This is an optimization exercise on Yosys and OpenROAD, whose aim is small area, not a production implementation.
Only simulation tests tie the RTL to the original design; equivalence was not proved.

File: config.mk
export PLATFORM = sky130hd
export DESIGN_NAME = sqrt_u32
export DESIGN_NICKNAME = sqrt_u32
export VERILOG_FILES = /design/flow/design.v
export SDC_FILE = /design/flow/constraint.sdc
export NUM_CORES = 4
export LEC_CHECK = 0
export ABC_AREA = 1
export CAP_MARGIN = 20
export CORE_MARGIN = 2
export CORE_UTILIZATION = 55
export CTS_BUF_LIST = sky130_fd_sc_hd__clkbuf_8
export GPL_TIMING_DRIVEN = 0
export PLACE_DENSITY = 0.65
export SLEW_MARGIN = 20
File: constraint.sdc
create_clock -name core_clock -period 9.0 [get_ports {clk}]
set_input_delay 1.8000 -clock core_clock [delete_from_list [all_inputs] [get_ports {clk}]]
set_output_delay 1.8000 -clock core_clock [all_outputs]
set_load 0.01 [all_outputs]
File: design.v
module sqrt_u32 (
    input  wire        clk,
    input  wire        rst_n,
    input  wire        valid_in,
    input  wire [31:0] data_i,
    output wire        valid_out,
    output wire [15:0] data_o
);
    reg [2:0] v;
    always @(posedge clk or negedge rst_n)
        if (!rst_n) v <= 3'd0;
        else v <= {v[1:0], valid_in};
    assign valid_out = v[2];
    wire [31:0] x0_d, x0;
    wire [1:0] r1_d, r1;
    wire [0:0] q1_d, q1;
    wire [29:0] x1_d, x1;
    wire [2:0] r2_d, r2;
    wire [1:0] q2_d, q2;
    wire [27:0] x2_d, x2;
    wire [3:0] r3_d, r3;
    wire [2:0] q3_d, q3;
    wire [25:0] x3_d, x3;
    wire [4:0] r4_d, r4;
    wire [3:0] q4_d, q4;
    wire [23:0] x4_d, x4;
    wire [5:0] r5_d, r5;
    wire [4:0] q5_d, q5;
    wire [21:0] x5_d, x5;
    wire [6:0] r6_d, r6;
    wire [5:0] q6_d, q6;
    wire [19:0] x6_d, x6;
    wire [7:0] r7_d, r7;
    wire [6:0] q7_d, q7;
    wire [17:0] x7_d, x7;
    wire [8:0] r8_d, r8;
    wire [7:0] q8_d, q8;
    wire [15:0] x8_d, x8;
    wire [9:0] r9_d, r9;
    wire [8:0] q9_d, q9;
    wire [13:0] x9_d, x9;
    wire [10:0] r10_d, r10;
    wire [9:0] q10_d, q10;
    wire [11:0] x10_d, x10;
    wire [11:0] r11_d, r11;
    wire [10:0] q11_d, q11;
    wire [9:0] x11_d, x11;
    wire [12:0] r12_d, r12;
    wire [11:0] q12_d, q12;
    wire [7:0] x12_d, x12;
    wire [13:0] r13_d, r13;
    wire [12:0] q13_d, q13;
    wire [5:0] x13_d, x13;
    wire [14:0] r14_d, r14;
    wire [13:0] q14_d, q14;
    wire [3:0] x14_d, x14;
    wire [14:0] q15_d, q15;
    wire [1:0] x15_d, x15;
    wire [15:0] q16_d, q16;
    assign x0_d = data_i;
    assign x0 = x0_d;
    assign r1 = r1_d;
    assign q1 = q1_d;
    assign x1 = x1_d;
    assign r2 = r2_d;
    assign q2 = q2_d;
    assign x2 = x2_d;
    assign r3 = r3_d;
    assign q3 = q3_d;
    assign x3 = x3_d;
    assign r4 = r4_d;
    assign q4 = q4_d;
    assign x4 = x4_d;
    assign r5 = r5_d;
    assign q5 = q5_d;
    assign x5 = x5_d;
    assign r6 = r6_d;
    assign q6 = q6_d;
    assign x6 = x6_d;
    reg  [7:0] r7_q;
    reg  [6:0] q7_q;
    reg  [17:0] x7_q;
    always @(posedge clk) begin
        r7_q <= r7_d;
        q7_q <= q7_d;
        x7_q <= x7_d;
    end
    assign r7 = r7_q;
    assign q7 = q7_q;
    assign x7 = x7_q;
    assign r8 = r8_d;
    assign q8 = q8_d;
    assign x8 = x8_d;
    assign r9 = r9_d;
    assign q9 = q9_d;
    assign x9 = x9_d;
    assign r10 = r10_d;
    assign q10 = q10_d;
    assign x10 = x10_d;
    reg  [11:0] r11_q;
    reg  [10:0] q11_q;
    reg  [9:0] x11_q;
    always @(posedge clk) begin
        r11_q <= r11_d;
        q11_q <= q11_d;
        x11_q <= x11_d;
    end
    assign r11 = r11_q;
    assign q11 = q11_q;
    assign x11 = x11_q;
    assign r12 = r12_d;
    assign q12 = q12_d;
    assign x12 = x12_d;
    assign r13 = r13_d;
    assign q13 = q13_d;
    assign x13 = x13_d;
    assign r14 = r14_d;
    assign q14 = q14_d;
    assign x14 = x14_d;
    assign q15 = q15_d;
    assign x15 = x15_d;
    reg  [15:0] q16_q;
    always @(posedge clk) begin
        q16_q <= q16_d;
    end
    assign q16 = q16_q;
    wire [1:0] t0 = x0[31:30];
    wire [2:0] d0 = {1'b0, t0} - 3'd1;
    wire ge0 = ~d0[2];
    assign r1_d = ge0 ? d0[1:0] : t0[1:0];
    assign x1_d = x0[29:0];
    assign q1_d = ge0;
    wire [3:0] t1 = {r1, x1[29:28]};
    wire [4:0] c1;
    wire [3:0] d1;
    wire [3:0] n1 = {1'b1, ~q1, 2'b10};
    assign c1[0] = 1'b1;
    assign d1[0] = t1[0] ^ n1[0] ^ c1[0];
    assign c1[1] = (t1[0] & n1[0]) | (t1[0] & c1[0]) | (n1[0] & c1[0]);
    assign d1[1] = t1[1] ^ n1[1] ^ c1[1];
    assign c1[2] = (t1[1] & n1[1]) | (t1[1] & c1[1]) | (n1[1] & c1[1]);
    assign d1[2] = t1[2] ^ n1[2] ^ c1[2];
    assign c1[3] = (t1[2] & n1[2]) | (t1[2] & c1[2]) | (n1[2] & c1[2]);
    assign d1[3] = t1[3] ^ n1[3] ^ c1[3];
    assign c1[4] = (t1[3] & n1[3]) | (t1[3] & c1[3]) | (n1[3] & c1[3]);
    wire ge1 = c1[4];
    assign r2_d = ge1 ? d1[2:0] : t1[2:0];
    assign x2_d = x1[27:0];
    assign q2_d = {q1, ge1};
    wire [4:0] t2 = {r2, x2[27:26]};
    wire [5:0] c2;
    wire [4:0] d2;
    wire [4:0] n2 = {1'b1, ~q2, 2'b10};
    assign c2[0] = 1'b1;
    assign d2[0] = t2[0] ^ n2[0] ^ c2[0];
    assign c2[1] = (t2[0] & n2[0]) | (t2[0] & c2[0]) | (n2[0] & c2[0]);
    assign d2[1] = t2[1] ^ n2[1] ^ c2[1];
    assign c2[2] = (t2[1] & n2[1]) | (t2[1] & c2[1]) | (n2[1] & c2[1]);
    assign d2[2] = t2[2] ^ n2[2] ^ c2[2];
    assign c2[3] = (t2[2] & n2[2]) | (t2[2] & c2[2]) | (n2[2] & c2[2]);
    assign d2[3] = t2[3] ^ n2[3] ^ c2[3];
    assign c2[4] = (t2[3] & n2[3]) | (t2[3] & c2[3]) | (n2[3] & c2[3]);
    assign d2[4] = t2[4] ^ n2[4] ^ c2[4];
    assign c2[5] = (t2[4] & n2[4]) | (t2[4] & c2[4]) | (n2[4] & c2[4]);
    wire ge2 = c2[5];
    assign r3_d = ge2 ? d2[3:0] : t2[3:0];
    assign x3_d = x2[25:0];
    assign q3_d = {q2, ge2};
    wire [5:0] t3 = {r3, x3[25:24]};
    wire [6:0] c3;
    wire [5:0] d3;
    wire [5:0] n3 = {1'b1, ~q3, 2'b10};
    assign c3[0] = 1'b1;
    assign d3[0] = t3[0] ^ n3[0] ^ c3[0];
    assign c3[1] = (t3[0] & n3[0]) | (t3[0] & c3[0]) | (n3[0] & c3[0]);
    assign d3[1] = t3[1] ^ n3[1] ^ c3[1];
    assign c3[2] = (t3[1] & n3[1]) | (t3[1] & c3[1]) | (n3[1] & c3[1]);
    assign d3[2] = t3[2] ^ n3[2] ^ c3[2];
    assign c3[3] = (t3[2] & n3[2]) | (t3[2] & c3[2]) | (n3[2] & c3[2]);
    assign d3[3] = t3[3] ^ n3[3] ^ c3[3];
    assign c3[4] = (t3[3] & n3[3]) | (t3[3] & c3[3]) | (n3[3] & c3[3]);
    assign d3[4] = t3[4] ^ n3[4] ^ c3[4];
    assign c3[5] = (t3[4] & n3[4]) | (t3[4] & c3[4]) | (n3[4] & c3[4]);
    assign d3[5] = t3[5] ^ n3[5] ^ c3[5];
    assign c3[6] = (t3[5] & n3[5]) | (t3[5] & c3[5]) | (n3[5] & c3[5]);
    wire ge3 = c3[6];
    assign r4_d = ge3 ? d3[4:0] : t3[4:0];
    assign x4_d = x3[23:0];
    assign q4_d = {q3, ge3};
    wire [6:0] t4 = {r4, x4[23:22]};
    wire [7:0] c4;
    wire [6:0] d4;
    wire [6:0] n4 = {1'b1, ~q4, 2'b10};
    assign c4[0] = 1'b1;
    assign d4[0] = t4[0] ^ n4[0] ^ c4[0];
    assign c4[1] = (t4[0] & n4[0]) | (t4[0] & c4[0]) | (n4[0] & c4[0]);
    assign d4[1] = t4[1] ^ n4[1] ^ c4[1];
    assign c4[2] = (t4[1] & n4[1]) | (t4[1] & c4[1]) | (n4[1] & c4[1]);
    assign d4[2] = t4[2] ^ n4[2] ^ c4[2];
    assign c4[3] = (t4[2] & n4[2]) | (t4[2] & c4[2]) | (n4[2] & c4[2]);
    assign d4[3] = t4[3] ^ n4[3] ^ c4[3];
    assign c4[4] = (t4[3] & n4[3]) | (t4[3] & c4[3]) | (n4[3] & c4[3]);
    assign d4[4] = t4[4] ^ n4[4] ^ c4[4];
    assign c4[5] = (t4[4] & n4[4]) | (t4[4] & c4[4]) | (n4[4] & c4[4]);
    assign d4[5] = t4[5] ^ n4[5] ^ c4[5];
    assign c4[6] = (t4[5] & n4[5]) | (t4[5] & c4[5]) | (n4[5] & c4[5]);
    assign d4[6] = t4[6] ^ n4[6] ^ c4[6];
    assign c4[7] = (t4[6] & n4[6]) | (t4[6] & c4[6]) | (n4[6] & c4[6]);
    wire ge4 = c4[7];
    assign r5_d = ge4 ? d4[5:0] : t4[5:0];
    assign x5_d = x4[21:0];
    assign q5_d = {q4, ge4};
    wire [7:0] t5 = {r5, x5[21:20]};
    wire [8:0] c5;
    wire [7:0] d5;
    wire [7:0] n5 = {1'b1, ~q5, 2'b10};
    assign c5[0] = 1'b1;
    assign d5[0] = t5[0] ^ n5[0] ^ c5[0];
    assign c5[1] = (t5[0] & n5[0]) | (t5[0] & c5[0]) | (n5[0] & c5[0]);
    assign d5[1] = t5[1] ^ n5[1] ^ c5[1];
    assign c5[2] = (t5[1] & n5[1]) | (t5[1] & c5[1]) | (n5[1] & c5[1]);
    assign d5[2] = t5[2] ^ n5[2] ^ c5[2];
    assign c5[3] = (t5[2] & n5[2]) | (t5[2] & c5[2]) | (n5[2] & c5[2]);
    assign d5[3] = t5[3] ^ n5[3] ^ c5[3];
    assign c5[4] = (t5[3] & n5[3]) | (t5[3] & c5[3]) | (n5[3] & c5[3]);
    assign d5[4] = t5[4] ^ n5[4] ^ c5[4];
    assign c5[5] = (t5[4] & n5[4]) | (t5[4] & c5[4]) | (n5[4] & c5[4]);
    assign d5[5] = t5[5] ^ n5[5] ^ c5[5];
    assign c5[6] = (t5[5] & n5[5]) | (t5[5] & c5[5]) | (n5[5] & c5[5]);
    assign d5[6] = t5[6] ^ n5[6] ^ c5[6];
    assign c5[7] = (t5[6] & n5[6]) | (t5[6] & c5[6]) | (n5[6] & c5[6]);
    assign d5[7] = t5[7] ^ n5[7] ^ c5[7];
    assign c5[8] = (t5[7] & n5[7]) | (t5[7] & c5[7]) | (n5[7] & c5[7]);
    wire ge5 = c5[8];
    assign r6_d = ge5 ? d5[6:0] : t5[6:0];
    assign x6_d = x5[19:0];
    assign q6_d = {q5, ge5};
    wire [8:0] t6 = {r6, x6[19:18]};
    wire [9:0] c6;
    wire [8:0] d6;
    wire [8:0] n6 = {1'b1, ~q6, 2'b10};
    assign c6[0] = 1'b1;
    assign d6[0] = t6[0] ^ n6[0] ^ c6[0];
    assign c6[1] = (t6[0] & n6[0]) | (t6[0] & c6[0]) | (n6[0] & c6[0]);
    assign d6[1] = t6[1] ^ n6[1] ^ c6[1];
    assign c6[2] = (t6[1] & n6[1]) | (t6[1] & c6[1]) | (n6[1] & c6[1]);
    assign d6[2] = t6[2] ^ n6[2] ^ c6[2];
    assign c6[3] = (t6[2] & n6[2]) | (t6[2] & c6[2]) | (n6[2] & c6[2]);
    assign d6[3] = t6[3] ^ n6[3] ^ c6[3];
    assign c6[4] = (t6[3] & n6[3]) | (t6[3] & c6[3]) | (n6[3] & c6[3]);
    assign d6[4] = t6[4] ^ n6[4] ^ c6[4];
    assign c6[5] = (t6[4] & n6[4]) | (t6[4] & c6[4]) | (n6[4] & c6[4]);
    assign d6[5] = t6[5] ^ n6[5] ^ c6[5];
    assign c6[6] = (t6[5] & n6[5]) | (t6[5] & c6[5]) | (n6[5] & c6[5]);
    assign d6[6] = t6[6] ^ n6[6] ^ c6[6];
    assign c6[7] = (t6[6] & n6[6]) | (t6[6] & c6[6]) | (n6[6] & c6[6]);
    assign d6[7] = t6[7] ^ n6[7] ^ c6[7];
    assign c6[8] = (t6[7] & n6[7]) | (t6[7] & c6[7]) | (n6[7] & c6[7]);
    assign d6[8] = t6[8] ^ n6[8] ^ c6[8];
    assign c6[9] = (t6[8] & n6[8]) | (t6[8] & c6[8]) | (n6[8] & c6[8]);
    wire ge6 = c6[9];
    assign r7_d = ge6 ? d6[7:0] : t6[7:0];
    assign x7_d = x6[17:0];
    assign q7_d = {q6, ge6};
    wire [9:0] t7 = {r7, x7[17:16]};
    wire [10:0] c7;
    wire [9:0] d7;
    wire [9:0] n7 = {1'b1, ~q7, 2'b10};
    assign c7[0] = 1'b1;
    assign d7[0] = t7[0] ^ n7[0] ^ c7[0];
    assign c7[1] = (t7[0] & n7[0]) | (t7[0] & c7[0]) | (n7[0] & c7[0]);
    assign d7[1] = t7[1] ^ n7[1] ^ c7[1];
    assign c7[2] = (t7[1] & n7[1]) | (t7[1] & c7[1]) | (n7[1] & c7[1]);
    assign d7[2] = t7[2] ^ n7[2] ^ c7[2];
    assign c7[3] = (t7[2] & n7[2]) | (t7[2] & c7[2]) | (n7[2] & c7[2]);
    assign d7[3] = t7[3] ^ n7[3] ^ c7[3];
    assign c7[4] = (t7[3] & n7[3]) | (t7[3] & c7[3]) | (n7[3] & c7[3]);
    assign d7[4] = t7[4] ^ n7[4] ^ c7[4];
    assign c7[5] = (t7[4] & n7[4]) | (t7[4] & c7[4]) | (n7[4] & c7[4]);
    assign d7[5] = t7[5] ^ n7[5] ^ c7[5];
    assign c7[6] = (t7[5] & n7[5]) | (t7[5] & c7[5]) | (n7[5] & c7[5]);
    assign d7[6] = t7[6] ^ n7[6] ^ c7[6];
    assign c7[7] = (t7[6] & n7[6]) | (t7[6] & c7[6]) | (n7[6] & c7[6]);
    assign d7[7] = t7[7] ^ n7[7] ^ c7[7];
    assign c7[8] = (t7[7] & n7[7]) | (t7[7] & c7[7]) | (n7[7] & c7[7]);
    assign d7[8] = t7[8] ^ n7[8] ^ c7[8];
    assign c7[9] = (t7[8] & n7[8]) | (t7[8] & c7[8]) | (n7[8] & c7[8]);
    assign d7[9] = t7[9] ^ n7[9] ^ c7[9];
    assign c7[10] = (t7[9] & n7[9]) | (t7[9] & c7[9]) | (n7[9] & c7[9]);
    wire ge7 = c7[10];
    assign r8_d = ge7 ? d7[8:0] : t7[8:0];
    assign x8_d = x7[15:0];
    assign q8_d = {q7, ge7};
    wire [10:0] t8 = {r8, x8[15:14]};
    wire [11:0] c8;
    wire [10:0] d8;
    wire [10:0] n8 = {1'b1, ~q8, 2'b10};
    assign c8[0] = 1'b1;
    assign d8[0] = t8[0] ^ n8[0] ^ c8[0];
    assign c8[1] = (t8[0] & n8[0]) | (t8[0] & c8[0]) | (n8[0] & c8[0]);
    assign d8[1] = t8[1] ^ n8[1] ^ c8[1];
    assign c8[2] = (t8[1] & n8[1]) | (t8[1] & c8[1]) | (n8[1] & c8[1]);
    assign d8[2] = t8[2] ^ n8[2] ^ c8[2];
    assign c8[3] = (t8[2] & n8[2]) | (t8[2] & c8[2]) | (n8[2] & c8[2]);
    assign d8[3] = t8[3] ^ n8[3] ^ c8[3];
    assign c8[4] = (t8[3] & n8[3]) | (t8[3] & c8[3]) | (n8[3] & c8[3]);
    assign d8[4] = t8[4] ^ n8[4] ^ c8[4];
    assign c8[5] = (t8[4] & n8[4]) | (t8[4] & c8[4]) | (n8[4] & c8[4]);
    assign d8[5] = t8[5] ^ n8[5] ^ c8[5];
    assign c8[6] = (t8[5] & n8[5]) | (t8[5] & c8[5]) | (n8[5] & c8[5]);
    assign d8[6] = t8[6] ^ n8[6] ^ c8[6];
    assign c8[7] = (t8[6] & n8[6]) | (t8[6] & c8[6]) | (n8[6] & c8[6]);
    assign d8[7] = t8[7] ^ n8[7] ^ c8[7];
    assign c8[8] = (t8[7] & n8[7]) | (t8[7] & c8[7]) | (n8[7] & c8[7]);
    assign d8[8] = t8[8] ^ n8[8] ^ c8[8];
    assign c8[9] = (t8[8] & n8[8]) | (t8[8] & c8[8]) | (n8[8] & c8[8]);
    assign d8[9] = t8[9] ^ n8[9] ^ c8[9];
    assign c8[10] = (t8[9] & n8[9]) | (t8[9] & c8[9]) | (n8[9] & c8[9]);
    assign d8[10] = t8[10] ^ n8[10] ^ c8[10];
    assign c8[11] = (t8[10] & n8[10]) | (t8[10] & c8[10]) | (n8[10] & c8[10]);
    wire ge8 = c8[11];
    assign r9_d = ge8 ? d8[9:0] : t8[9:0];
    assign x9_d = x8[13:0];
    assign q9_d = {q8, ge8};
    wire [11:0] t9 = {r9, x9[13:12]};
    wire [12:0] c9;
    wire [11:0] d9;
    wire [11:0] n9 = {1'b1, ~q9, 2'b10};
    assign c9[0] = 1'b1;
    assign d9[0] = t9[0] ^ n9[0] ^ c9[0];
    assign c9[1] = (t9[0] & n9[0]) | (t9[0] & c9[0]) | (n9[0] & c9[0]);
    assign d9[1] = t9[1] ^ n9[1] ^ c9[1];
    assign c9[2] = (t9[1] & n9[1]) | (t9[1] & c9[1]) | (n9[1] & c9[1]);
    assign d9[2] = t9[2] ^ n9[2] ^ c9[2];
    assign c9[3] = (t9[2] & n9[2]) | (t9[2] & c9[2]) | (n9[2] & c9[2]);
    assign d9[3] = t9[3] ^ n9[3] ^ c9[3];
    assign c9[4] = (t9[3] & n9[3]) | (t9[3] & c9[3]) | (n9[3] & c9[3]);
    assign d9[4] = t9[4] ^ n9[4] ^ c9[4];
    assign c9[5] = (t9[4] & n9[4]) | (t9[4] & c9[4]) | (n9[4] & c9[4]);
    assign d9[5] = t9[5] ^ n9[5] ^ c9[5];
    assign c9[6] = (t9[5] & n9[5]) | (t9[5] & c9[5]) | (n9[5] & c9[5]);
    assign d9[6] = t9[6] ^ n9[6] ^ c9[6];
    assign c9[7] = (t9[6] & n9[6]) | (t9[6] & c9[6]) | (n9[6] & c9[6]);
    assign d9[7] = t9[7] ^ n9[7] ^ c9[7];
    assign c9[8] = (t9[7] & n9[7]) | (t9[7] & c9[7]) | (n9[7] & c9[7]);
    assign d9[8] = t9[8] ^ n9[8] ^ c9[8];
    assign c9[9] = (t9[8] & n9[8]) | (t9[8] & c9[8]) | (n9[8] & c9[8]);
    assign d9[9] = t9[9] ^ n9[9] ^ c9[9];
    assign c9[10] = (t9[9] & n9[9]) | (t9[9] & c9[9]) | (n9[9] & c9[9]);
    assign d9[10] = t9[10] ^ n9[10] ^ c9[10];
    assign c9[11] = (t9[10] & n9[10]) | (t9[10] & c9[10]) | (n9[10] & c9[10]);
    assign d9[11] = t9[11] ^ n9[11] ^ c9[11];
    assign c9[12] = (t9[11] & n9[11]) | (t9[11] & c9[11]) | (n9[11] & c9[11]);
    wire ge9 = c9[12];
    assign r10_d = ge9 ? d9[10:0] : t9[10:0];
    assign x10_d = x9[11:0];
    assign q10_d = {q9, ge9};
    wire [12:0] t10 = {r10, x10[11:10]};
    wire [13:0] c10;
    wire [12:0] d10;
    wire [12:0] n10 = {1'b1, ~q10, 2'b10};
    assign c10[0] = 1'b1;
    assign d10[0] = t10[0] ^ n10[0] ^ c10[0];
    assign c10[1] = (t10[0] & n10[0]) | (t10[0] & c10[0]) | (n10[0] & c10[0]);
    assign d10[1] = t10[1] ^ n10[1] ^ c10[1];
    assign c10[2] = (t10[1] & n10[1]) | (t10[1] & c10[1]) | (n10[1] & c10[1]);
    assign d10[2] = t10[2] ^ n10[2] ^ c10[2];
    assign c10[3] = (t10[2] & n10[2]) | (t10[2] & c10[2]) | (n10[2] & c10[2]);
    assign d10[3] = t10[3] ^ n10[3] ^ c10[3];
    assign c10[4] = (t10[3] & n10[3]) | (t10[3] & c10[3]) | (n10[3] & c10[3]);
    assign d10[4] = t10[4] ^ n10[4] ^ c10[4];
    assign c10[5] = (t10[4] & n10[4]) | (t10[4] & c10[4]) | (n10[4] & c10[4]);
    assign d10[5] = t10[5] ^ n10[5] ^ c10[5];
    assign c10[6] = (t10[5] & n10[5]) | (t10[5] & c10[5]) | (n10[5] & c10[5]);
    assign d10[6] = t10[6] ^ n10[6] ^ c10[6];
    assign c10[7] = (t10[6] & n10[6]) | (t10[6] & c10[6]) | (n10[6] & c10[6]);
    assign d10[7] = t10[7] ^ n10[7] ^ c10[7];
    assign c10[8] = (t10[7] & n10[7]) | (t10[7] & c10[7]) | (n10[7] & c10[7]);
    assign d10[8] = t10[8] ^ n10[8] ^ c10[8];
    assign c10[9] = (t10[8] & n10[8]) | (t10[8] & c10[8]) | (n10[8] & c10[8]);
    assign d10[9] = t10[9] ^ n10[9] ^ c10[9];
    assign c10[10] = (t10[9] & n10[9]) | (t10[9] & c10[9]) | (n10[9] & c10[9]);
    assign d10[10] = t10[10] ^ n10[10] ^ c10[10];
    assign c10[11] = (t10[10] & n10[10]) | (t10[10] & c10[10]) | (n10[10] & c10[10]);
    assign d10[11] = t10[11] ^ n10[11] ^ c10[11];
    assign c10[12] = (t10[11] & n10[11]) | (t10[11] & c10[11]) | (n10[11] & c10[11]);
    assign d10[12] = t10[12] ^ n10[12] ^ c10[12];
    assign c10[13] = (t10[12] & n10[12]) | (t10[12] & c10[12]) | (n10[12] & c10[12]);
    wire ge10 = c10[13];
    assign r11_d = ge10 ? d10[11:0] : t10[11:0];
    assign x11_d = x10[9:0];
    assign q11_d = {q10, ge10};
    wire [13:0] t11 = {r11, x11[9:8]};
    wire [14:0] c11;
    wire [13:0] d11;
    wire [13:0] n11 = {1'b1, ~q11, 2'b10};
    assign c11[0] = 1'b1;
    assign d11[0] = t11[0] ^ n11[0] ^ c11[0];
    assign c11[1] = (t11[0] & n11[0]) | (t11[0] & c11[0]) | (n11[0] & c11[0]);
    assign d11[1] = t11[1] ^ n11[1] ^ c11[1];
    assign c11[2] = (t11[1] & n11[1]) | (t11[1] & c11[1]) | (n11[1] & c11[1]);
    assign d11[2] = t11[2] ^ n11[2] ^ c11[2];
    assign c11[3] = (t11[2] & n11[2]) | (t11[2] & c11[2]) | (n11[2] & c11[2]);
    assign d11[3] = t11[3] ^ n11[3] ^ c11[3];
    assign c11[4] = (t11[3] & n11[3]) | (t11[3] & c11[3]) | (n11[3] & c11[3]);
    assign d11[4] = t11[4] ^ n11[4] ^ c11[4];
    assign c11[5] = (t11[4] & n11[4]) | (t11[4] & c11[4]) | (n11[4] & c11[4]);
    assign d11[5] = t11[5] ^ n11[5] ^ c11[5];
    assign c11[6] = (t11[5] & n11[5]) | (t11[5] & c11[5]) | (n11[5] & c11[5]);
    assign d11[6] = t11[6] ^ n11[6] ^ c11[6];
    assign c11[7] = (t11[6] & n11[6]) | (t11[6] & c11[6]) | (n11[6] & c11[6]);
    assign d11[7] = t11[7] ^ n11[7] ^ c11[7];
    assign c11[8] = (t11[7] & n11[7]) | (t11[7] & c11[7]) | (n11[7] & c11[7]);
    assign d11[8] = t11[8] ^ n11[8] ^ c11[8];
    assign c11[9] = (t11[8] & n11[8]) | (t11[8] & c11[8]) | (n11[8] & c11[8]);
    assign d11[9] = t11[9] ^ n11[9] ^ c11[9];
    assign c11[10] = (t11[9] & n11[9]) | (t11[9] & c11[9]) | (n11[9] & c11[9]);
    assign d11[10] = t11[10] ^ n11[10] ^ c11[10];
    assign c11[11] = (t11[10] & n11[10]) | (t11[10] & c11[10]) | (n11[10] & c11[10]);
    assign d11[11] = t11[11] ^ n11[11] ^ c11[11];
    assign c11[12] = (t11[11] & n11[11]) | (t11[11] & c11[11]) | (n11[11] & c11[11]);
    assign d11[12] = t11[12] ^ n11[12] ^ c11[12];
    assign c11[13] = (t11[12] & n11[12]) | (t11[12] & c11[12]) | (n11[12] & c11[12]);
    assign d11[13] = t11[13] ^ n11[13] ^ c11[13];
    assign c11[14] = (t11[13] & n11[13]) | (t11[13] & c11[13]) | (n11[13] & c11[13]);
    wire ge11 = c11[14];
    assign r12_d = ge11 ? d11[12:0] : t11[12:0];
    assign x12_d = x11[7:0];
    assign q12_d = {q11, ge11};
    wire [14:0] t12 = {r12, x12[7:6]};
    wire [15:0] c12;
    wire [14:0] d12;
    wire [14:0] n12 = {1'b1, ~q12, 2'b10};
    assign c12[0] = 1'b1;
    assign d12[0] = t12[0] ^ n12[0] ^ c12[0];
    assign c12[1] = (t12[0] & n12[0]) | (t12[0] & c12[0]) | (n12[0] & c12[0]);
    assign d12[1] = t12[1] ^ n12[1] ^ c12[1];
    assign c12[2] = (t12[1] & n12[1]) | (t12[1] & c12[1]) | (n12[1] & c12[1]);
    assign d12[2] = t12[2] ^ n12[2] ^ c12[2];
    assign c12[3] = (t12[2] & n12[2]) | (t12[2] & c12[2]) | (n12[2] & c12[2]);
    assign d12[3] = t12[3] ^ n12[3] ^ c12[3];
    assign c12[4] = (t12[3] & n12[3]) | (t12[3] & c12[3]) | (n12[3] & c12[3]);
    assign d12[4] = t12[4] ^ n12[4] ^ c12[4];
    assign c12[5] = (t12[4] & n12[4]) | (t12[4] & c12[4]) | (n12[4] & c12[4]);
    assign d12[5] = t12[5] ^ n12[5] ^ c12[5];
    assign c12[6] = (t12[5] & n12[5]) | (t12[5] & c12[5]) | (n12[5] & c12[5]);
    assign d12[6] = t12[6] ^ n12[6] ^ c12[6];
    assign c12[7] = (t12[6] & n12[6]) | (t12[6] & c12[6]) | (n12[6] & c12[6]);
    assign d12[7] = t12[7] ^ n12[7] ^ c12[7];
    assign c12[8] = (t12[7] & n12[7]) | (t12[7] & c12[7]) | (n12[7] & c12[7]);
    assign d12[8] = t12[8] ^ n12[8] ^ c12[8];
    assign c12[9] = (t12[8] & n12[8]) | (t12[8] & c12[8]) | (n12[8] & c12[8]);
    assign d12[9] = t12[9] ^ n12[9] ^ c12[9];
    assign c12[10] = (t12[9] & n12[9]) | (t12[9] & c12[9]) | (n12[9] & c12[9]);
    assign d12[10] = t12[10] ^ n12[10] ^ c12[10];
    assign c12[11] = (t12[10] & n12[10]) | (t12[10] & c12[10]) | (n12[10] & c12[10]);
    assign d12[11] = t12[11] ^ n12[11] ^ c12[11];
    assign c12[12] = (t12[11] & n12[11]) | (t12[11] & c12[11]) | (n12[11] & c12[11]);
    assign d12[12] = t12[12] ^ n12[12] ^ c12[12];
    assign c12[13] = (t12[12] & n12[12]) | (t12[12] & c12[12]) | (n12[12] & c12[12]);
    assign d12[13] = t12[13] ^ n12[13] ^ c12[13];
    assign c12[14] = (t12[13] & n12[13]) | (t12[13] & c12[13]) | (n12[13] & c12[13]);
    assign d12[14] = t12[14] ^ n12[14] ^ c12[14];
    assign c12[15] = (t12[14] & n12[14]) | (t12[14] & c12[14]) | (n12[14] & c12[14]);
    wire ge12 = c12[15];
    assign r13_d = ge12 ? d12[13:0] : t12[13:0];
    assign x13_d = x12[5:0];
    assign q13_d = {q12, ge12};
    wire [15:0] t13 = {r13, x13[5:4]};
    wire [16:0] c13;
    wire [15:0] d13;
    wire [15:0] n13 = {1'b1, ~q13, 2'b10};
    assign c13[0] = 1'b1;
    assign d13[0] = t13[0] ^ n13[0] ^ c13[0];
    assign c13[1] = (t13[0] & n13[0]) | (t13[0] & c13[0]) | (n13[0] & c13[0]);
    assign d13[1] = t13[1] ^ n13[1] ^ c13[1];
    assign c13[2] = (t13[1] & n13[1]) | (t13[1] & c13[1]) | (n13[1] & c13[1]);
    assign d13[2] = t13[2] ^ n13[2] ^ c13[2];
    assign c13[3] = (t13[2] & n13[2]) | (t13[2] & c13[2]) | (n13[2] & c13[2]);
    assign d13[3] = t13[3] ^ n13[3] ^ c13[3];
    assign c13[4] = (t13[3] & n13[3]) | (t13[3] & c13[3]) | (n13[3] & c13[3]);
    assign d13[4] = t13[4] ^ n13[4] ^ c13[4];
    assign c13[5] = (t13[4] & n13[4]) | (t13[4] & c13[4]) | (n13[4] & c13[4]);
    assign d13[5] = t13[5] ^ n13[5] ^ c13[5];
    assign c13[6] = (t13[5] & n13[5]) | (t13[5] & c13[5]) | (n13[5] & c13[5]);
    assign d13[6] = t13[6] ^ n13[6] ^ c13[6];
    assign c13[7] = (t13[6] & n13[6]) | (t13[6] & c13[6]) | (n13[6] & c13[6]);
    assign d13[7] = t13[7] ^ n13[7] ^ c13[7];
    assign c13[8] = (t13[7] & n13[7]) | (t13[7] & c13[7]) | (n13[7] & c13[7]);
    assign d13[8] = t13[8] ^ n13[8] ^ c13[8];
    assign c13[9] = (t13[8] & n13[8]) | (t13[8] & c13[8]) | (n13[8] & c13[8]);
    assign d13[9] = t13[9] ^ n13[9] ^ c13[9];
    assign c13[10] = (t13[9] & n13[9]) | (t13[9] & c13[9]) | (n13[9] & c13[9]);
    assign d13[10] = t13[10] ^ n13[10] ^ c13[10];
    assign c13[11] = (t13[10] & n13[10]) | (t13[10] & c13[10]) | (n13[10] & c13[10]);
    assign d13[11] = t13[11] ^ n13[11] ^ c13[11];
    assign c13[12] = (t13[11] & n13[11]) | (t13[11] & c13[11]) | (n13[11] & c13[11]);
    assign d13[12] = t13[12] ^ n13[12] ^ c13[12];
    assign c13[13] = (t13[12] & n13[12]) | (t13[12] & c13[12]) | (n13[12] & c13[12]);
    assign d13[13] = t13[13] ^ n13[13] ^ c13[13];
    assign c13[14] = (t13[13] & n13[13]) | (t13[13] & c13[13]) | (n13[13] & c13[13]);
    assign d13[14] = t13[14] ^ n13[14] ^ c13[14];
    assign c13[15] = (t13[14] & n13[14]) | (t13[14] & c13[14]) | (n13[14] & c13[14]);
    assign d13[15] = t13[15] ^ n13[15] ^ c13[15];
    assign c13[16] = (t13[15] & n13[15]) | (t13[15] & c13[15]) | (n13[15] & c13[15]);
    wire ge13 = c13[16];
    assign r14_d = ge13 ? d13[14:0] : t13[14:0];
    assign x14_d = x13[3:0];
    assign q14_d = {q13, ge13};
    wire [16:0] t14 = {r14, x14[3:2]};
    wire [17:0] c14;
    wire [16:0] d14;
    wire [16:0] n14 = {1'b1, ~q14, 2'b10};
    assign c14[0] = 1'b1;
    assign d14[0] = t14[0] ^ n14[0] ^ c14[0];
    assign c14[1] = (t14[0] & n14[0]) | (t14[0] & c14[0]) | (n14[0] & c14[0]);
    assign d14[1] = t14[1] ^ n14[1] ^ c14[1];
    assign c14[2] = (t14[1] & n14[1]) | (t14[1] & c14[1]) | (n14[1] & c14[1]);
    assign d14[2] = t14[2] ^ n14[2] ^ c14[2];
    assign c14[3] = (t14[2] & n14[2]) | (t14[2] & c14[2]) | (n14[2] & c14[2]);
    assign d14[3] = t14[3] ^ n14[3] ^ c14[3];
    assign c14[4] = (t14[3] & n14[3]) | (t14[3] & c14[3]) | (n14[3] & c14[3]);
    assign d14[4] = t14[4] ^ n14[4] ^ c14[4];
    assign c14[5] = (t14[4] & n14[4]) | (t14[4] & c14[4]) | (n14[4] & c14[4]);
    assign d14[5] = t14[5] ^ n14[5] ^ c14[5];
    assign c14[6] = (t14[5] & n14[5]) | (t14[5] & c14[5]) | (n14[5] & c14[5]);
    assign d14[6] = t14[6] ^ n14[6] ^ c14[6];
    assign c14[7] = (t14[6] & n14[6]) | (t14[6] & c14[6]) | (n14[6] & c14[6]);
    assign d14[7] = t14[7] ^ n14[7] ^ c14[7];
    assign c14[8] = (t14[7] & n14[7]) | (t14[7] & c14[7]) | (n14[7] & c14[7]);
    assign d14[8] = t14[8] ^ n14[8] ^ c14[8];
    assign c14[9] = (t14[8] & n14[8]) | (t14[8] & c14[8]) | (n14[8] & c14[8]);
    assign d14[9] = t14[9] ^ n14[9] ^ c14[9];
    assign c14[10] = (t14[9] & n14[9]) | (t14[9] & c14[9]) | (n14[9] & c14[9]);
    assign d14[10] = t14[10] ^ n14[10] ^ c14[10];
    assign c14[11] = (t14[10] & n14[10]) | (t14[10] & c14[10]) | (n14[10] & c14[10]);
    assign d14[11] = t14[11] ^ n14[11] ^ c14[11];
    assign c14[12] = (t14[11] & n14[11]) | (t14[11] & c14[11]) | (n14[11] & c14[11]);
    assign d14[12] = t14[12] ^ n14[12] ^ c14[12];
    assign c14[13] = (t14[12] & n14[12]) | (t14[12] & c14[12]) | (n14[12] & c14[12]);
    assign d14[13] = t14[13] ^ n14[13] ^ c14[13];
    assign c14[14] = (t14[13] & n14[13]) | (t14[13] & c14[13]) | (n14[13] & c14[13]);
    assign d14[14] = t14[14] ^ n14[14] ^ c14[14];
    assign c14[15] = (t14[14] & n14[14]) | (t14[14] & c14[14]) | (n14[14] & c14[14]);
    assign d14[15] = t14[15] ^ n14[15] ^ c14[15];
    assign c14[16] = (t14[15] & n14[15]) | (t14[15] & c14[15]) | (n14[15] & c14[15]);
    assign d14[16] = t14[16] ^ n14[16] ^ c14[16];
    assign c14[17] = (t14[16] & n14[16]) | (t14[16] & c14[16]) | (n14[16] & c14[16]);
    wire ge14 = c14[17];
    assign q15_d = {q14, ge14};
    wire [17:0] a1_a = {d14[15:0], x14[1:0]};
    wire [17:0] a1_n = ~({1'b0, q14, 3'b101});
    wire [18:0] a1_c;
    assign a1_c[0] = 1'b1;
    assign a1_c[1] = (a1_a[0] & a1_n[0]) | (a1_a[0] & a1_c[0]) | (a1_n[0] & a1_c[0]);
    assign a1_c[2] = (a1_a[1] & a1_n[1]) | (a1_a[1] & a1_c[1]) | (a1_n[1] & a1_c[1]);
    assign a1_c[3] = (a1_a[2] & a1_n[2]) | (a1_a[2] & a1_c[2]) | (a1_n[2] & a1_c[2]);
    assign a1_c[4] = (a1_a[3] & a1_n[3]) | (a1_a[3] & a1_c[3]) | (a1_n[3] & a1_c[3]);
    assign a1_c[5] = (a1_a[4] & a1_n[4]) | (a1_a[4] & a1_c[4]) | (a1_n[4] & a1_c[4]);
    assign a1_c[6] = (a1_a[5] & a1_n[5]) | (a1_a[5] & a1_c[5]) | (a1_n[5] & a1_c[5]);
    assign a1_c[7] = (a1_a[6] & a1_n[6]) | (a1_a[6] & a1_c[6]) | (a1_n[6] & a1_c[6]);
    assign a1_c[8] = (a1_a[7] & a1_n[7]) | (a1_a[7] & a1_c[7]) | (a1_n[7] & a1_c[7]);
    assign a1_c[9] = (a1_a[8] & a1_n[8]) | (a1_a[8] & a1_c[8]) | (a1_n[8] & a1_c[8]);
    assign a1_c[10] = (a1_a[9] & a1_n[9]) | (a1_a[9] & a1_c[9]) | (a1_n[9] & a1_c[9]);
    assign a1_c[11] = (a1_a[10] & a1_n[10]) | (a1_a[10] & a1_c[10]) | (a1_n[10] & a1_c[10]);
    assign a1_c[12] = (a1_a[11] & a1_n[11]) | (a1_a[11] & a1_c[11]) | (a1_n[11] & a1_c[11]);
    assign a1_c[13] = (a1_a[12] & a1_n[12]) | (a1_a[12] & a1_c[12]) | (a1_n[12] & a1_c[12]);
    assign a1_c[14] = (a1_a[13] & a1_n[13]) | (a1_a[13] & a1_c[13]) | (a1_n[13] & a1_c[13]);
    assign a1_c[15] = (a1_a[14] & a1_n[14]) | (a1_a[14] & a1_c[14]) | (a1_n[14] & a1_c[14]);
    assign a1_c[16] = (a1_a[15] & a1_n[15]) | (a1_a[15] & a1_c[15]) | (a1_n[15] & a1_c[15]);
    assign a1_c[17] = (a1_a[16] & a1_n[16]) | (a1_a[16] & a1_c[16]) | (a1_n[16] & a1_c[16]);
    assign a1_c[18] = (a1_a[17] & a1_n[17]) | (a1_a[17] & a1_c[17]) | (a1_n[17] & a1_c[17]);
    wire a1 = a1_c[18];
    wire [17:0] a0_a = {t14[15:0], x14[1:0]};
    wire [17:0] a0_n = ~({1'b0, q14, 3'b001});
    wire [18:0] a0_c;
    assign a0_c[0] = 1'b1;
    assign a0_c[1] = (a0_a[0] & a0_n[0]) | (a0_a[0] & a0_c[0]) | (a0_n[0] & a0_c[0]);
    assign a0_c[2] = (a0_a[1] & a0_n[1]) | (a0_a[1] & a0_c[1]) | (a0_n[1] & a0_c[1]);
    assign a0_c[3] = (a0_a[2] & a0_n[2]) | (a0_a[2] & a0_c[2]) | (a0_n[2] & a0_c[2]);
    assign a0_c[4] = (a0_a[3] & a0_n[3]) | (a0_a[3] & a0_c[3]) | (a0_n[3] & a0_c[3]);
    assign a0_c[5] = (a0_a[4] & a0_n[4]) | (a0_a[4] & a0_c[4]) | (a0_n[4] & a0_c[4]);
    assign a0_c[6] = (a0_a[5] & a0_n[5]) | (a0_a[5] & a0_c[5]) | (a0_n[5] & a0_c[5]);
    assign a0_c[7] = (a0_a[6] & a0_n[6]) | (a0_a[6] & a0_c[6]) | (a0_n[6] & a0_c[6]);
    assign a0_c[8] = (a0_a[7] & a0_n[7]) | (a0_a[7] & a0_c[7]) | (a0_n[7] & a0_c[7]);
    assign a0_c[9] = (a0_a[8] & a0_n[8]) | (a0_a[8] & a0_c[8]) | (a0_n[8] & a0_c[8]);
    assign a0_c[10] = (a0_a[9] & a0_n[9]) | (a0_a[9] & a0_c[9]) | (a0_n[9] & a0_c[9]);
    assign a0_c[11] = (a0_a[10] & a0_n[10]) | (a0_a[10] & a0_c[10]) | (a0_n[10] & a0_c[10]);
    assign a0_c[12] = (a0_a[11] & a0_n[11]) | (a0_a[11] & a0_c[11]) | (a0_n[11] & a0_c[11]);
    assign a0_c[13] = (a0_a[12] & a0_n[12]) | (a0_a[12] & a0_c[12]) | (a0_n[12] & a0_c[12]);
    assign a0_c[14] = (a0_a[13] & a0_n[13]) | (a0_a[13] & a0_c[13]) | (a0_n[13] & a0_c[13]);
    assign a0_c[15] = (a0_a[14] & a0_n[14]) | (a0_a[14] & a0_c[14]) | (a0_n[14] & a0_c[14]);
    assign a0_c[16] = (a0_a[15] & a0_n[15]) | (a0_a[15] & a0_c[15]) | (a0_n[15] & a0_c[15]);
    assign a0_c[17] = (a0_a[16] & a0_n[16]) | (a0_a[16] & a0_c[16]) | (a0_n[16] & a0_c[16]);
    assign a0_c[18] = (a0_a[17] & a0_n[17]) | (a0_a[17] & a0_c[17]) | (a0_n[17] & a0_c[17]);
    wire a0 = a0_c[18];
    wire ge15 = ge14 ? a1 : a0;
    assign q16_d = {q15, ge15};
    assign data_o = q16;
endmodule
File: flow/run.sh
#!/bin/bash
# Standard layout (standard.sh) with its own logic mapping:
# - synthesis skips Yosys's full-adder extraction (ADDER_MAP_FILE empty), so ABC maps the
#   carry chains itself;
# - ABC runs flow/area.abc instead of ORFS's script. Everything else in synthesis (registers,
#   flattening, renaming) is the standard synthesis script, patched only at the abc call.
export BUFFER_PORTS_ARGS="-buffer_cell sky130_fd_sc_hd__buf_1"
set -euo pipefail
here=$(pwd)
sed 's|^\(\s*\)log_cmd abc {\*}$abc_args|\1log_cmd abc {*}[lreplace $abc_args 1 1 $::env(MY_ABC_SCRIPT)]|' \
  "$FLOW_HOME/scripts/synth.tcl" > "$here/synth_abc.tcl"
grep -q 'MY_ABC_SCRIPT' "$here/synth_abc.tcl"
sed "s|\$::env(SCRIPTS_DIR)/synth.tcl|$here/synth_abc.tcl|" synth_recipe.tcl > "$here/synth_recipe_abc.tcl"
grep -q synth_abc.tcl "$here/synth_recipe_abc.tcl"
sed "s|SYNTH_SCRIPT=[^ ]*|SYNTH_SCRIPT=$here/synth_recipe_abc.tcl|" standard.sh > "$here/standard_abc.sh"
export ADDER_MAP_FILE=
export MY_ABC_SCRIPT="$here/flow/area.abc"
bash "$here/standard_abc.sh" > standard.log 2>&1
File: flow/area.abc
strash
dch
map -B 0.9
topo
stime -c
buffer -c
dnsize -c
File: standard.sh
#!/bin/bash
# synth_recipe.tcl (not shown) runs the flow's synth.tcl, then flattens the netlist and writes it again
# the make line also repeats each setting of config.mk as NAME=value (left out here)
make -C /OpenROAD-flow-scripts/flow DESIGN_CONFIG=/design/flow/config.mk WORK_HOME=/design/flow/orfs CLKGATE_MAP_FILE= SYNTH_SCRIPT=/design/flow/synth_recipe.tcl "${@:-finish}"
==> impl_metrics.json, run 1 <==
{
  "synth_edf_count": 0,
  "die_y_microns": 114.4,
  "timing.rr.start": "q11_q[0]",
  "track_usage": 0.2449,
  "postCtsHoldBufs": 0,
  "vias": 6948,
  "layout-drive-gt1-share": 0.1089,
  "dp_cells": 1375,
  "post-dp-hpwl_microns": 12190,
  "port-buffer-count": 51,
  "syn_to_final_growth_pct": 13.56,
  "grt_pass1_wl_microns": 25850,
  "min_period_over_period": 0.9072,
  "yosysMostFrequentCell": "nand2_1",
  "maxClockFrequency_mhz": 122.5,
  "synth_top_area_share": 0.3217,
  "hold_violations": 0,
  "cp.arrival_ns": 8.44,
  "rows": 40,
  "ff2ff_path_depth": 99,
  "synth-seq-cells": 85,
  "clk_pin_slew_ns": 0.08,
  "antennaDiodeCount": 0,
  "h-tree-depth": 3,
  "fillers": 1206,
  "cp_data_required_time_ns": 9.27,
  "routed_via_density": 4.945,
  "synth_cell_types": 27,
  "cts_sinks": 85,
  "drc": 0,
  "worstSetupStartpoint": "q11_q[0]",
  "fin_crit_ns": 8.165,
  "startpoint_type": "flip-flop",
  "r2r_end": "q16_q[0]",
  "setup_viol": 0,
  "tritoncts": "yes",
  "grt_max_degree": 16,
  "crit_end": "q16_q[0]",
  "fin_skew_ns": 0.007144,
  "syn-cell-area_sq_um": 6698,
  "wl_per_cell_microns": 11.10,
  "drt_iter0_drc": 258,
  "grt_pass1_vias": 5852,
  "dr.pass1.iters": 5,
  "clk_latency_ns": 0.38,
  "slew_headroom": 0.5098,
  "antenna_found_initial": 0,
  "nNetsFinal": 1288,
  "crit_fanout": 9,
  "cts.path.max_buffers": 2,
  "finalMaxSlewViolations": 0,
  "cap_violations": 0,
  "fin_util": 0.6359,
  "critPathMaxStageDelay_ns": 0.39,
  "cts_buffers": 9,
  "yosysWarnings": 1,
  "postRouteAntennaNets": 0,
  "path_common_cell": "nand2_1",
  "start_util": 0.5599,
  "gp_routability_congestion": 0.8625,
  "tightest_slew_ns": 0.7276,
  "hp-class": "flip-flop to flip-flop",
  "ios": 52,
  "design_area_sq_um": 7606,
  "instances_no_fill": 1405,
  "globalRoute.totalOverflow": 0,
  "reg2reg_slack_ns": 0.84,
  "syn_area_per_cell_sq_um": 5.690,
  "hold_depth": 0,
  "placed_cell_area_sq_um": 7073,
  "synth_top_cells_by_area": "nand2_1 32%, dfxtp_1 25%, inv_1 6.9%",
  "status": "finished clean",
  "yosys-top-cells-count": "574 x nand2_1, 123 x inv_1, 82 x dfxtp_1, 82 x o21ai_0, 77 x nand3_1",
  "synthCells": 1177,
  "critPathCaptureType": "flip-flop",
  "async_reset_ff_frac": 0.03529,
  "cts-root-buf": "clkbuf_8",
  "die_w_microns": 114.4,
  "seq_area_frac_synth": 0.2563,
  "syn_nets": 1212,
  "crit_type": "flip-flop to flip-flop",
  "cpMaxStageDelayCell": "dfxtp_4",
  "core_area_sq_um": 11960,
  "routed_wl_microns": 15590,
  "floorplan.die_area_sq_um": 13080,
  "yosysTopAreaCell": "nand2_1",
  "synth_ff_type": "dfxtp_1"
}
## cell families (layout without fill, tap and decap cells)
| kind of cell | Yosys count | in the layout | synth area share |
|---|---|---|---|
| and+or+nand+nor | 736 | 736 | 0.4416 |
| buffers and inverters | 141 | 222 | 0.07995 |
| AOI/OAI and AO/OA | 115 | 115 | 0.09060 |
| xor gates and xnor gates | 96 | 96 | 0.1255 |
| DFF | 85 | 85 | 0.2563 |
| adders and majority gates | 2 | 2 | 0.002989 |
| muxes | 2 | 2 | 0.002989 |
## area by class of cell
class                      instances  area, sq um  area share
buffer                            16        88.84     0.01168
clock buffer                       9        123.9     0.01629
clock inverter                     7        73.82    0.009706
inverter                         125        475.5     0.06251
multi-input combinational        951         4638      0.6098
sequential                        85         1725      0.2268
tap                              147        183.9     0.02418
timing repair buffer              65        296.5     0.03899
## metal layers
| layer | GRT usage | up-vias | wire, microns |
|---|---|---|---|
| met4 | 0.05772 | 0 | 250 |
| met5 | 0 | - | 0 |
| met1 | 0.2915 | 3018 | 7038 |
| li1 | - | 3813 | - |
| met3 | 0.05082 | 21 | 485 |
| met2 | 0.4500 | 96 | 7817 |
## cell usage in the layout, fill, tap and decap left out, drive strengths merged, types with 5 or more instances in the layout
cell	instances
buf	68
dfxtp	82
xor2	49
inv	125
nand3	77
xnor2	47
clkinv	5
clkbuf	22
o21ai	82
o22ai	9
or2	27
nand2	574
nand3b	6
a21oi	17
nor2	48
## through the flow
stage | setup slack, ns | hold slack [ns] | setup TNS [ns]
5_1_grt | -0.1591 | 0.3383 | -0.1614
3_5_place_dp | -0.6833 | 0.3132 | -1.237
3_3_place_gp | -0.5313 | 0.3110 | -0.9252
2_1_floorplan | 1.186 | 0.3096 | 0
4_1_cts | 0.01079 | 0.3359 | 0
6_report | 0.8355 | 0.3311 | 0
## worst max-delay path, delay by kind of cell (launching register included)
kind / cells / cell delay [ns]
simple gates: 95 / 7.32
flops: 1 / 0.39
buf+inv: 2 / 0.24
compound gates: 2 / 0.11
## how the worst min path moves through the flow
stage / endpoint / start
finish: x11_q[2] / x7_q[2]
global route: x11_q[4] / x7_q[4]
CTS: x11_q[4] / x7_q[4]
detailed placement: x11_q[6] / x7_q[6]
global placement: x11_q[2] / x7_q[2]
floorplan: x11_q[0] / x7_q[0]
## flip-flops by register name, summed over array words and instances, names as in the netlist
name,flops
v,3
q7_q,7
q16_q,16
r11_q,12
r7_q,8
x7_q,18
q11_q,11
x11_q,10
## repair_timing
action	4_1_cts	5_1_grt
setup endpoints to repair	2	24
buffers inserted	7	7
gates cloned	0	0
resized for setup	20	81
pin swaps	1	11
==> inputs of run 2 (changes only) <==
--- a/flow/run.sh
+++ b/flow/run.sh
@@ -5,5 +5,8 @@
 # - ABC runs flow/area.abc instead of ORFS's script. Everything else in synthesis (registers,
 #   flattening, renaming) is the standard synthesis script, patched only at the abc call.
+# - input and output ports get the smallest buffer (buf_1).
 export BUFFER_PORTS_ARGS="-buffer_cell sky130_fd_sc_hd__buf_1"
+# - clock tree without dummy loads.
+export CTS_ARGS="-sink_clustering_enable -repair_clock_nets -buf_list sky130_fd_sc_hd__clkbuf_8 -dont_use_dummy_load"
 set -euo pipefail
 here=$(pwd)
--- a/config.mk
+++ b/config.mk
@@ -13,3 +13,4 @@
 export GPL_TIMING_DRIVEN = 0
 export PLACE_DENSITY = 0.65
+export SETUP_SLACK_MARGIN = -0.4
 export SLEW_MARGIN = 20
==> impl_metrics.json, run 2 <==
{
  "grt_pass1_vias": 5786,
  "slew_headroom": 0.4396,
  "cpMaxStageDelayCell": "dfxtp_4",
  "synthCells": 1177,
  "syn_nets": 1212,
  "clk_pin_slew_ns": 0.08,
  "syn_area_per_cell_sq_um": 5.690,
  "dr.pass1.iters": 5,
  "wl_per_cell_microns": 11.03,
  "fin_skew_ns": 0.02145,
  "tritoncts": "yes",
  "synth_top_cells_by_area": "nand2_1 32%, dfxtp_1 25%, inv_1 6.9%",
  "grt_pass1_wl_microns": 25400,
  "drc": 0,
  "grt_max_degree": 16,
  "cts-root-buf": "clkbuf_8",
  "critPathMaxStageDelay_ns": 0.40,
  "rows": 40,
  "synth-seq-cells": 85,
  "clk_latency_ns": 0.37,
  "cp.arrival_ns": 8.66,
  "gp_routability_congestion": 0.8625,
  "largest_reg_flops": 18,
  "routed_via_density": 4.922,
  "synth_top_area_share": 0.3217,
  "cap_violations": 0,
  "globalRoute.totalOverflow": 0,
  "fin_crit_ns": 8.413,
  "synth_ff_type": "dfxtp_1",
  "final_common_cell": "nand2_1",
  "maxClockFrequency_mhz": 118.9,
  "startpoint_type": "flip-flop",
  "yosys-top-cells-count": "574 x nand2_1, 123 x inv_1, 82 x dfxtp_1, 82 x o21ai_0, 77 x nand3_1",
  "cts.path.max_buffers": 2,
  "layout-drive-gt1-share": 0.07624,
  "place_ws_ns": -0.6833,
  "syn-cell-area_sq_um": 6698,
  "ff2ff_path_depth": 99,
  "min_period_over_period": 0.9348,
  "antennaDiodeCount": 0,
  "tightest_slew_ns": 0.8319,
  "cts_buffers": 9,
  "yosysMostFrequentCell": "nand2_1",
  "hp-class": "flip-flop to flip-flop",
  "yosysWarnings": 1,
  "antenna_found_initial": 0,
  "layout_common_cells": "541 x nand2_1, 120 x inv_1, 80 x dfxtp_1",
  "fin_ws_ns": 0.5872,
  "crit_type": "flip-flop to flip-flop",
  "async_reset_ff_frac": 0.03529,
  "crit_fanout": 10,
  "cts_sinks": 85,
  "path_common_cell": "nand2_1",
  "regMostFlops": "x7_q",
  "die_w_microns": 114.4,
  "post-dp-hpwl_microns": 12190,
  "rsz0062_at_grt": "true",
  "start_util": 0.5599,
  "core_area_sq_um": 11960,
  "hold_violations": 0,
  "synth_cell_types": 27,
  "syn_to_final_growth_pct": 10.85,
  "postRouteAntennaNets": 0,
  "yosysTopAreaCell": "nand2_1",
  "nNetsFinal": 1283,
  "critPathCaptureType": "flip-flop",
  "hold_depth": 0,
  "ios": 52,
  "setup_viol": 0,
  "finalMaxSlewViolations": 0,
  "floorplan.die_area_sq_um": 13080,
  "largestRegisters": "x7_q: 18 flops, q16_q: 16 flops, r11_q: 12 flops",
  "port-buffer-count": 51,
  "h-tree-depth": 3,
  "routed_wl_microns": 15370,
  "cp_data_required_time_ns": 9.25,
  "status": "finished clean",
  "die_y_microns": 114.4,
  "vias": 6856,
  "track_usage": 0.2408,
  "drt_iter0_drc": 274,
  "synth_edf_count": 0,
  "seq_area_frac_synth": 0.2563
}
## run 2: cell counts after synthesis
Identical to the previous run, type by type.
## run 2: final cells by class
| class | count | area, sq um |
|---|---|---|
| clock buffer | 9 | 123.9 |
| multi-input combinational | 952 | 4576 |
| buffer | 14 | 71.32 |
| timing repair buffer | 61 | 266.5 |
| inverter | 125 | 481.7 |
| fill | 1229 | 4537 |
| tap | 147 | 183.9 |
| sequential | 85 | 1722 |
## run 2: logic make-up (layout without fill, tap and decap cells)
| logic type | count (synthesis) | count (layout) | share of synthesized area |
|---|---|---|---|
| AOI/OAI and AO/OA | 115 | 115 | 0.09060 |
| xor gates and xnor gates | 96 | 96 | 0.1255 |
| adders and majority gates | 2 | 2 | 0.002989 |
| buffers and inverters | 141 | 209 | 0.07995 |
| DFF | 85 | 85 | 0.2563 |
| muxes | 2 | 2 | 0.002989 |
| and+or+nand+nor | 736 | 737 | 0.4416 |
## run 2: worst paths after layout
path	slack, ns	to	start
min in group asynchronous	1.22	v[0]	rst_n
worst min register to register	0.31	x11_q[2]	x7_q[2]
worst max register to register	0.59	q16_q[0]	q11_q[0]
max in group asynchronous	7.64	v[1]	rst_n
worst max-delay path	0.59	q16_q[0]	q11_q[0]
worst min-delay path	0.31	x11_q[2]	x7_q[2]
## run 2: worst max-delay path: cells and delay by family (launching register included)
kind,cells,cell delay (ns)
compound gates,3,0.21
flops,1,0.40
buf+inv,4,0.40
simple gates,92,7.26
## run 2: metrics by stage
stage / TNS (ns) / util / cell area [sq um] / hold WS, ns / std cells
final: 0 / 0.6207 / 7425 / 0.3107 / 1393
after global routing: -6.325 / 0.6207 / 7425 / 0.3173 / 1393
after CTS: -0.5669 / 0.6024 / 7206 / 0.3218 / 1383
after detailed placement: -1.237 / 0.5913 / 7073 / 0.3132 / 1375
after global placement: -0.9252 / 0.5913 / 7073 / 0.3110 / 1375
after floorplan: 0 / - / 6698 / 0.3096 / 1177
## run 2: repair_timing
action / CTS / global route
hold buffers: 0 / 0
pin swaps: 0 / 9
endpoints found under the hold margin: 0 / 0
buffers inserted: 0 / 10
gates cloned: 0 / 1
gates resized for setup: 8 / 54
endpoints found under the setup margin: 2 / 13
## run 2: layer usage
metal / global-route usage / wire (microns) / up-vias
li1: - / - / 3799
met1: 0.2857 / 7076 / 2948
met2: 0.4433 / 7603 / 81
met3: 0.04923 / 401 / 28
met4: 0.05854 / 283 / 0
met5: 0 / 0 / -
==> inputs of run 3 (changes only) <==
==> flow/area.abc (replaced) <==
strash
dch
map -B 0.9
topo
==> impl_metrics.json, run 3 <==
{
  "status": "finished with violations",
  "so_faults": "max-capacitance violations, max-slew violations",
  "critPathCaptureType": "flip-flop",
  "cts-root-buf": "clkbuf_8",
  "fin_crit_ns": 8.495,
  "tightest_slew_ns": 1.635,
  "cap_violations": 1,
  "largestRegisters": "x7_q: 18 flops, q16_q: 16 flops, r11_q: 12 flops",
  "startpoint_type": "flip-flop",
  "cpMaxStageDelayCell": "dfxtp_4",
  "grt_pass1_wl_microns": 24760,
  "syn-cell-area_sq_um": 6634,
  "floorplan.die_area_sq_um": 12960,
  "slew_headroom": -0.1016,
  "fin_skew_ns": 0.02578,
  "min_period_over_period": 0.9439,
  "synth_edf_count": 0,
  "final_common_cell": "nand2_1",
  "port-buffer-count": 51,
  "async_reset_ff_frac": 0.03529,
  "globalRoute.totalOverflow": 0,
  "drt_iter0_drc": 286,
  "layout-drive-gt1-share": 0.09919,
  "setup_viol": 0,
  "rows": 40,
  "tns_ns": 0,
  "yosysWarnings": 1,
  "gp_routability_congestion": 0.8491,
  "fillers": 1181,
  "syn_nets": 1196,
  "start_util": 0.5569,
  "syn_to_final_growth_pct": 14.18,
  "synth_top_area_share": 0.3248,
  "syn_area_per_cell_sq_um": 5.714,
  "cp_data_required_time_ns": 9.25,
  "nNetsFinal": 1277,
  "wl_per_cell_microns": 10.84,
  "routed_via_density": 4.982,
  "antenna_found_initial": 0,
  "cp.arrival_ns": 8.75,
  "synth-seq-cells": 85,
  "grt_max_degree": 24,
  "cts.path.max_buffers": 2,
  "place_ws_ns": -3.033,
  "tritoncts": "yes",
  "cts_buffers": 9,
  "largest_reg_flops": 18,
  "hp-class": "flip-flop to flip-flop",
  "antennaDiodeCount": 0,
  "dr.pass1.iters": 6,
  "fin_ws_ns": 0.5046,
  "finalMaxSlewViolations": 7,
  "layout_common_cells": "530 x nand2_1, 117 x clkinv_1, 78 x dfxtp_1",
  "regMostFlops": "x7_q",
  "synthCells": 1161,
  "postCtsHoldBufs": 0,
  "seq_area_frac_synth": 0.2588,
  "post-dp-hpwl_microns": 11530,
  "dp_cells": 1359,
  "cts_sinks": 85,
  "path_common_cell": "nand2_1",
  "instances_no_fill": 1387,
  "die_w_microns": 113.8,
  "reg2reg_slack_ns": 0.50,
  "h-tree-depth": 3,
  "clk_pin_slew_ns": 0.10,
  "crit_fanout": 7,
  "yosys-top-cells-count": "574 x nand2_1, 125 x clkinv_1, 82 x dfxtp_1, 82 x o21ai_0, 77 x nand3_1",
  "die_y_microns": 113.8,
  "ios": 52,
  "yosysMostFrequentCell": "nand2_1",
  "maxClockFrequency_mhz": 117.7,
  "synth_top_cells_by_area": "nand2_1 32%, dfxtp_1 25%, clkinv_1 7.1%",
  "track_usage": 0.2344,
  "postRouteAntennaNets": 0,
  "placed_cell_area_sq_um": 7009,
  "hold_violations": 0,
  "design_area_sq_um": 7575,
  "routed_wl_microns": 15040,
  "yosysTopAreaCell": "nand2_1",
  "core_area_sq_um": 11910,
  "clk_latency_ns": 0.38,
  "critPathMaxStageDelay_ns": 0.39,
  "synth_ff_type": "dfxtp_1",
  "vias": 6910,
  "drc": 0,
  "grt_pass1_vias": 5789,
  "synth_cell_types": 22,
  "crit_type": "flip-flop to flip-flop"
}
-- run 3: cell count changes after synthesis, sizes merged --
cell | before | now
buf | 4 | 0
clkinv | 2 | 125
clkbuf | 12 | 0
inv | 123 | 0
-- run 3: path summary, 6_finish.rpt --
kind | start | endpoint | cells past startpoint
max | q11_q[0] | q16_q[0] | 95
min reg2reg | x7_q[0] | x11_q[0] | 0
min in group asynchronous | rst_n | v[0] | 1
max in group asynchronous | rst_n | v[1] | 1
max reg2reg | q11_q[0] | q16_q[0] | 95
min | x7_q[0] | x11_q[0] | 0
-- run 3: per-layer routing --
metal | GRT usage | wire, microns
met5 | 0 | 0
met4 | 0.06098 | 158
met3 | 0.05101 | 356
met2 | 0.4263 | 7539
met1 | 0.2796 | 6984
-- run 3: timing repair --
item / in CTS / in global routing
buffers inserted: 0 / 15
resized for setup: 22 / 72
pin swaps: 2 / 8
cloned: 2 / 2
endpoints found under the setup margin: 2 / 24
hold endpoints to repair: 0 / 0
-- run 3: final cells by class --
class | count | area [sq um] | area share
inverter | 125 | 496.7 | 0.06558
timing repair buffer | 66 | 316.6 | 0.04179
clock buffer | 9 | 123.9 | 0.01635
sequential | 85 | 1727 | 0.2279
multi-input combinational | 955 | 4727 | 0.6241
tap | 147 | 183.9 | 0.02428
-- run 3: worst max-delay path, delay by kind of cell (launching register included) --
| family | cells | cell delay, ns |
|---|---|---|
| simple gates | 91 | 7.58 |
| flops | 1 | 0.39 |
| compound gates | 3 | 0.28 |
| buf+inv | 1 | 0.05 |
-- run 3: metrics by stage --
step / util / hold slack (ns)
detailed placement: 0.5884 / 0.3139
CTS: 0.6057 / 0.3291
global route: 0.6359 / 0.3345
finish: 0.6359 / 0.3278
floorplan: - / 0.3096
global placement: 0.5884 / 0.3101
-- run 3: cell families (layout without fill, tap and decap cells) --
| logic type | after synthesis | in the layout | share of synthesized area |
|---|---|---|---|
| and+or+nand+nor | 736 | 740 | 0.4459 |
| AOI/OAI and AO/OA | 115 | 115 | 0.09185 |
| xor gates and xnor gates | 96 | 96 | 0.1267 |
| adders and majority gates | 2 | 2 | 0.003018 |
| muxes | 2 | 2 | 0.003018 |
| DFF | 85 | 85 | 0.2588 |
| buffers and inverters | 125 | 200 | 0.07073 |

## afterwards: timing with drivers on the ports
No port has a modelled driver above. Below, the same layouts with a new extraction and two added sets of constraints.
Step 1 sets driving cells, clkbuf_16 on the clock port and buf_2 on the other inputs (assumed; they add their load-dependent delay and slew).
Step 2 times the ports against the registers' clock, not the clock port: input delays grow and output delays shrink by t, the midpoint of the rising clock arrivals with the driver on.
Three values: no drivers, after step 1, after step 2; two values: the first two.
| run | t, ns | slack for setup (ns) | hold WS [ns] | clock arrival spread, ns |
|---|---|---|---|---|
| run 1 | 0.410 | 0.835 / 0.835 / 0.580 | 0.331 / 0.331 / 0.331 | 0.009 / 0.008 |
| run 2 | 0.401 | 0.587 / 0.587 / 0.241 | 0.311 / 0.311 / 0.311 | 0.022 / 0.022 |
| run 3 | 0.400 | 0.505 / 0.505 / 0.287 | 0.328 / 0.328 / 0.328 | 0.026 / 0.025 |
For run 2, which loses most, drivers alone change the setup slack by 0.000 ns; drivers and shift together by -0.346 ns.
